Source: an optimization exercise on an open RTL-to-GDS flow (aim: small area and a short achievable clock period). Production flows keep margins and buffers that such runs may drop. Only simulation tests tie the RTL to the original design; equivalence was not proved. Power is estimated from default activity; no workload was simulated.

== alpha ==
==> flow/design.v <==
module MIPS (
    input             clk,
    input             rst_n,
    input             in_valid,
    input      [31:0] instruction,
    input      [19:0] output_reg,
    output            out_valid,
    output     [31:0] out_1,
    output     [31:0] out_2,
    output     [31:0] out_3,
    output     [31:0] out_4,
    output            instruction_fail
);
function [5:0] dec;
    input [4:0] a;
    begin
        dec[0] = (a == 5'b10000);
        dec[1] = (a == 5'b11111);
        dec[2] = (a == 5'b10111);
        dec[3] = (a == 5'b01000);
        dec[4] = (a == 5'b10010);
        dec[5] = (a == 5'b10001);
    end
endfunction
function [5:0] dec_g;
    input [4:0] a;
    begin
        dec_g[0] =  a[4] & ~a[3] & ~a[2] & ~a[1] & ~a[0];
        dec_g[1] =  a[4] &  a[3] &  a[2] &  a[1] &  a[0];
        dec_g[2] =  a[4] & ~a[3] &  a[2] &  a[1] &  a[0];
        dec_g[3] = ~a[4] &  a[3] & ~a[2] & ~a[1] & ~a[0];
        dec_g[4] =  a[4] & ~a[3] & ~a[2] &  a[1] & ~a[0];
        dec_g[5] =  a[4] & ~a[3] & ~a[2] & ~a[1] &  a[0];
    end
endfunction
function [31:0] rd6;
    input [5:0]  s;
    input [31:0] r0, r1, r2, r3, r4, r5;
    rd6 = ({32{s[0]}} & r0) | ({32{s[1]}} & r1) | ({32{s[2]}} & r2)
        | ({32{s[3]}} & r3) | ({32{s[4]}} & r4) | ({32{s[5]}} & r5);
endfunction
reg [31:0] rf0, rf1, rf2, rf3, rf4, rf5;
reg  [5:0] rv;         
wire [31:0] res;       
wire [5:0] op    = instruction[31:26];
wire [5:0] funct = instruction[5:0];
wire       is_r  = (op == 6'b000000);
wire       is_i  = (op == 6'b001000);
wire       f_add = is_r & (funct == 6'b100000);
wire       f_and = is_r & (funct == 6'b100100);
wire       f_or  = is_r & (funct == 6'b100101);
wire       f_nor = is_r & (funct == 6'b100111);
wire       f_sll = is_r & (funct == 6'b000000);
wire       f_srl = is_r & (funct == 6'b000010);
wire       legal = f_add | f_and | f_or | f_nor | f_sll | f_srl | is_i;
wire [5:0] rs_h  = dec(instruction[25:21]);
wire [5:0] rt_h  = dec(instruction[20:16]);
wire [5:0] rd_h  = dec(instruction[15:11]);
wire [5:0] dst_h = is_i ? rt_h : rd_h;
reg         v1;
reg   [5:0] dst1;
reg         ok1;       
reg         f1n;
reg  [31:0] a1, b1;
reg         add1, and1, or1, nor1, sll1, srl1;
reg   [4:0] sh1, rot1;
reg  [19:0] oreg1;
wire        f1   = ~(ok1 & (|dst1));
wire  [5:0] we1  = (v1 & ok1) ? dst1 : 6'd0;
wire        fwd_a = |(rs_h & we1);
wire        fwd_b = ~is_i & (|(rt_h & we1));
wire [31:0] pre_a = rd6(rs_h & rv, rf0, rf1, rf2, rf3, rf4, rf5);
wire [31:0] pre_b = is_i ? {{16{instruction[15]}}, instruction[15:0]}
                         : rd6(rt_h & rv, rf0, rf1, rf2, rf3, rf4, rf5);
always @(posedge clk or negedge rst_n) begin
    if (!rst_n) v1 <= 1'b0;
    else        v1 <= in_valid;
end
always @(posedge clk) begin
    dst1  <= dst_h;
    ok1   <= legal & (|rs_h) & (|rt_h);
    a1    <= fwd_a ? res : pre_a;
    b1    <= fwd_b ? res : pre_b;
    add1  <= f_add | is_i;
    and1  <= f_and;
    or1   <= f_or;
    nor1  <= f_nor;
    sll1  <= f_sll;
    srl1  <= f_srl;
    sh1   <= instruction[10:6];
    rot1  <= f_srl ? instruction[10:6] : -instruction[10:6];
    oreg1 <= output_reg;
end
wire [31:0] sum = a1 + b1;
wire [31:0] r0 = rot1[0] ? {b1[0], b1[31:1]}    : b1;
wire [31:0] r1 = rot1[1] ? {r0[1:0], r0[31:2]}  : r0;
wire [31:0] r2 = rot1[2] ? {r1[3:0], r1[31:4]}  : r1;
wire [31:0] r3 = rot1[3] ? {r2[7:0], r2[31:8]}  : r2;
wire [31:0] r4 = rot1[4] ? {r3[15:0], r3[31:16]} : r3;
wire [31:0] msk = ({32{sll1}} & ({32{1'b1}} << sh1)) | ({32{srl1}} & ({32{1'b1}} >> sh1));
assign res = ({32{add1}} & sum)
           | ({32{and1}} & (a1 & b1))
           | ({32{or1}}  & (a1 | b1))
           | ({32{nor1}} & ~(a1 | b1))
           | (msk & r4);
always @(posedge clk or negedge rst_n) begin
    if (!rst_n) rv <= 6'd0;
    else        rv <= rv | we1;
end
always @(posedge clk) begin
    if (we1[0]) rf0 <= res;
    if (we1[1]) rf1 <= res;
    if (we1[2]) rf2 <= res;
    if (we1[3]) rf3 <= res;
    if (we1[4]) rf4 <= res;
    if (we1[5]) rf5 <= res;
end
reg        v2;
reg        f2;
reg  [5:0] s1, s2, s3, s4;       
reg  [5:0] t1, t2, t3, t4;       
always @(posedge clk or negedge rst_n) begin
    if (!rst_n) v2 <= 1'b0;
    else        v2 <= v1;
end
always @(posedge clk) begin
    f2 <= f1;
    s1 <= f1 ? 6'd0 : (dec(oreg1[4:0])   & (rv | we1));
    s2 <= f1 ? 6'd0 : (dec(oreg1[9:5])   & (rv | we1));
    s3 <= f1 ? 6'd0 : (dec(oreg1[14:10]) & (rv | we1));
    s4 <= f1 ? 6'd0 : (dec(oreg1[19:15]) & (rv | we1));
    t1 <= f1 ? 6'd0 : (dec_g(oreg1[4:0])   & (rv | we1));
    t2 <= f1 ? 6'd0 : (dec_g(oreg1[9:5])   & (rv | we1));
    t3 <= f1 ? 6'd0 : (dec_g(oreg1[14:10]) & (rv | we1));
    t4 <= f1 ? 6'd0 : (dec_g(oreg1[19:15]) & (rv | we1));
end
assign out_valid        = v2;
assign instruction_fail = f2;
wire [31:0] o1l = rd6(s1, rf0, rf1, rf2, rf3, rf4, rf5);
wire [31:0] o2l = rd6(s2, rf0, rf1, rf2, rf3, rf4, rf5);
wire [31:0] o3l = rd6(s3, rf0, rf1, rf2, rf3, rf4, rf5);
wire [31:0] o4l = rd6(s4, rf0, rf1, rf2, rf3, rf4, rf5);
wire [31:0] o1h = rd6(t1, rf0, rf1, rf2, rf3, rf4, rf5);
wire [31:0] o2h = rd6(t2, rf0, rf1, rf2, rf3, rf4, rf5);
wire [31:0] o3h = rd6(t3, rf0, rf1, rf2, rf3, rf4, rf5);
wire [31:0] o4h = rd6(t4, rf0, rf1, rf2, rf3, rf4, rf5);
assign out_1 = {o1h[31:16], o1l[15:0]};
assign out_2 = {o2h[31:16], o2l[15:0]};
assign out_3 = {o3h[31:16], o3l[15:0]};
assign out_4 = {o4h[31:16], o4l[15:0]};
endmodule
clock: 6.0 ns
lec_check: 0
cap_margin: 20
core_margin: 2
core_utilization: 45
setup_slack_margin: 2.8
slew_margin: 20
standard.sh (not shown) runs the stock make flow with config.mk's settings and CLKGATE_MAP_FILE= SYNTH_SCRIPT=/design/flow/synth_recipe.tcl, a recipe that flattens the netlist after the stock synthesis.
==> flow/flow/run.sh <==
#!/bin/bash
# The standard layout, with every input and output port buffered by a
# sky130_fd_sc_hd__buf_2 instead of the cell buffer_ports picks by default.
set -euo pipefail
export BUFFER_PORTS_ARGS="-buffer_cell sky130_fd_sc_hd__buf_2"
bash standard.sh > standard_flow.log 2>&1
alpha completed end to end with timing, DRC and antenna clean.
--- input diff alpha..beta ---
==> flow/design.v <==
module MIPS (
    input             clk,
    input             rst_n,
    input             in_valid,
    input      [31:0] instruction,
    input      [19:0] output_reg,
    output            out_valid,
    output     [31:0] out_1,
    output     [31:0] out_2,
    output     [31:0] out_3,
    output     [31:0] out_4,
    output            instruction_fail
);
function [5:0] dec;
    input [4:0] a;
    begin
        dec[0] = (a == 5'b10000);
        dec[1] = (a == 5'b11111);
        dec[2] = (a == 5'b10111);
        dec[3] = (a == 5'b01000);
        dec[4] = (a == 5'b10010);
        dec[5] = (a == 5'b10001);
    end
endfunction
function [31:0] rd6;
    input [5:0]  s;
    input [31:0] r0, r1, r2, r3, r4, r5;
    rd6 = ({32{s[0]}} & r0) | ({32{s[1]}} & r1) | ({32{s[2]}} & r2)
        | ({32{s[3]}} & r3) | ({32{s[4]}} & r4) | ({32{s[5]}} & r5);
endfunction
reg [31:0] rf0, rf1, rf2, rf3, rf4, rf5;
reg  [5:0] rv;         
wire [31:0] res;       
wire [5:0] op    = instruction[31:26];
wire [5:0] funct = instruction[5:0];
wire       is_r  = (op == 6'b000000);
wire       is_i  = (op == 6'b001000);
wire       f_add = is_r & (funct == 6'b100000);
wire       f_and = is_r & (funct == 6'b100100);
wire       f_or  = is_r & (funct == 6'b100101);
wire       f_nor = is_r & (funct == 6'b100111);
wire       f_sll = is_r & (funct == 6'b000000);
wire       f_srl = is_r & (funct == 6'b000010);
wire       legal = f_add | f_and | f_or | f_nor | f_sll | f_srl | is_i;
wire [5:0] rs_h  = dec(instruction[25:21]);
wire [5:0] rt_h  = dec(instruction[20:16]);
wire [5:0] rd_h  = dec(instruction[15:11]);
wire [5:0] dst_h = is_i ? rt_h : rd_h;
reg         v1;
reg   [5:0] dst1;
reg         ok1;       
reg         f1n;
reg  [31:0] a1, b1;
reg         add1, and1, or1, nor1, sll1, srl1;
reg   [4:0] sh1, rot1;
reg  [19:0] oreg1;
wire        f1   = ~(ok1 & (|dst1));
wire  [5:0] we1  = (v1 & ok1) ? dst1 : 6'd0;
wire        fwd_a = |(rs_h & we1);
wire        fwd_b = ~is_i & (|(rt_h & we1));
wire [31:0] pre_a = rd6(rs_h & rv, rf0, rf1, rf2, rf3, rf4, rf5);
wire [31:0] pre_b = is_i ? {{16{instruction[15]}}, instruction[15:0]}
                         : rd6(rt_h & rv, rf0, rf1, rf2, rf3, rf4, rf5);
always @(posedge clk or negedge rst_n) begin
    if (!rst_n) v1 <= 1'b0;
    else        v1 <= in_valid;
end
always @(posedge clk) begin
    dst1  <= dst_h;
    ok1   <= legal & (|rs_h) & (|rt_h);
    a1    <= fwd_a ? res : pre_a;
    b1    <= fwd_b ? res : pre_b;
    add1  <= f_add | is_i;
    and1  <= f_and;
    or1   <= f_or;
    nor1  <= f_nor;
    sll1  <= f_sll;
    srl1  <= f_srl;
    sh1   <= instruction[10:6];
    rot1  <= f_srl ? instruction[10:6] : -instruction[10:6];
    oreg1 <= output_reg;
end
wire [31:0] sum = a1 + b1;
wire [31:0] r0 = rot1[0] ? {b1[0], b1[31:1]}    : b1;
wire [31:0] r1 = rot1[1] ? {r0[1:0], r0[31:2]}  : r0;
wire [31:0] r2 = rot1[2] ? {r1[3:0], r1[31:4]}  : r1;
wire [31:0] r3 = rot1[3] ? {r2[7:0], r2[31:8]}  : r2;
wire [31:0] r4 = rot1[4] ? {r3[15:0], r3[31:16]} : r3;
wire [31:0] msk = ({32{sll1}} & ({32{1'b1}} << sh1)) | ({32{srl1}} & ({32{1'b1}} >> sh1));
assign res = ({32{add1}} & sum)
           | ({32{and1}} & (a1 & b1))
           | ({32{or1}}  & (a1 | b1))
           | ({32{nor1}} & ~(a1 | b1))
           | (msk & r4);
always @(posedge clk or negedge rst_n) begin
    if (!rst_n) rv <= 6'd0;
    else        rv <= rv | we1;
end
always @(posedge clk) begin
    if (we1[0]) rf0 <= res;
    if (we1[1]) rf1 <= res;
    if (we1[2]) rf2 <= res;
    if (we1[3]) rf3 <= res;
    if (we1[4]) rf4 <= res;
    if (we1[5]) rf5 <= res;
end
reg        v2;
reg        f2;
reg  [5:0] s1, s2, s3, s4;
always @(posedge clk or negedge rst_n) begin
    if (!rst_n) v2 <= 1'b0;
    else        v2 <= v1;
end
always @(posedge clk) begin
    f2 <= f1;
    s1 <= f1 ? 6'd0 : (dec(oreg1[4:0])   & (rv | we1));
    s2 <= f1 ? 6'd0 : (dec(oreg1[9:5])   & (rv | we1));
    s3 <= f1 ? 6'd0 : (dec(oreg1[14:10]) & (rv | we1));
    s4 <= f1 ? 6'd0 : (dec(oreg1[19:15]) & (rv | we1));
end
assign out_valid        = v2;
assign instruction_fail = f2;
assign out_1 = rd6(s1, rf0, rf1, rf2, rf3, rf4, rf5);
assign out_2 = rd6(s2, rf0, rf1, rf2, rf3, rf4, rf5);
assign out_3 = rd6(s3, rf0, rf1, rf2, rf3, rf4, rf5);
assign out_4 = rd6(s4, rf0, rf1, rf2, rf3, rf4, rf5);
endmodule
### Flow results
- Changes observed in beta relative to alpha: routed wire length picked up an extra 4900 um; overall track demand over capacity in global routing now sits higher; met3 routing resource usage after global routing moved up; share of the clock period used by the worst path flat; total power decreased by about 5% relative to the old numbers.
- Looking at critical path depth in cells, beta sits 1 below alpha.
- Lower clock buffer count in the final layout was reported by beta, not alpha.
- On beta: clock distribution power is about 3% lower than what alpha gave.
- Routed wire length on met3 ends up lower on alpha.
- Going from alpha to beta, final layout net count shrank by a few percent.

-- static timing again, ports no longer ideal --
The results above use ideal ports. As a check the final layouts listed here were re-extracted and re-timed, cells and wires unchanged. Step 1, drivers: a clkbuf_16 drives clk and a buf_2 each remaining input, both assumed. Step 2 moves the port delays by t, midway between the first and last clock arrival at a register: inputs arrive t later, outputs are due t later. That takes back most of the time a late clock gives input paths. Three values: ideal, step 1, step 2; two values: the first two.
| run | t (ns) | setup WS [ns] | worst setup path at the end | worst register clock-pin slew, ns | worst slew at a driven data input, ns |
|---|---|---|---|---|---|
| alpha | 0.629 | 2.769 / 2.771 / 2.141 | input to register | 0.07 / 0.07 | 0.09 |
| beta | 0.633 | 2.768 / 2.743 / 2.172 | input to register | 0.07 / 0.07 | 0.04 |
After both steps every run listed still meets setup and hold. For alpha, which loses most, drivers alone change the setup slack by +0.002 ns; drivers and shift together by -0.628 ns.
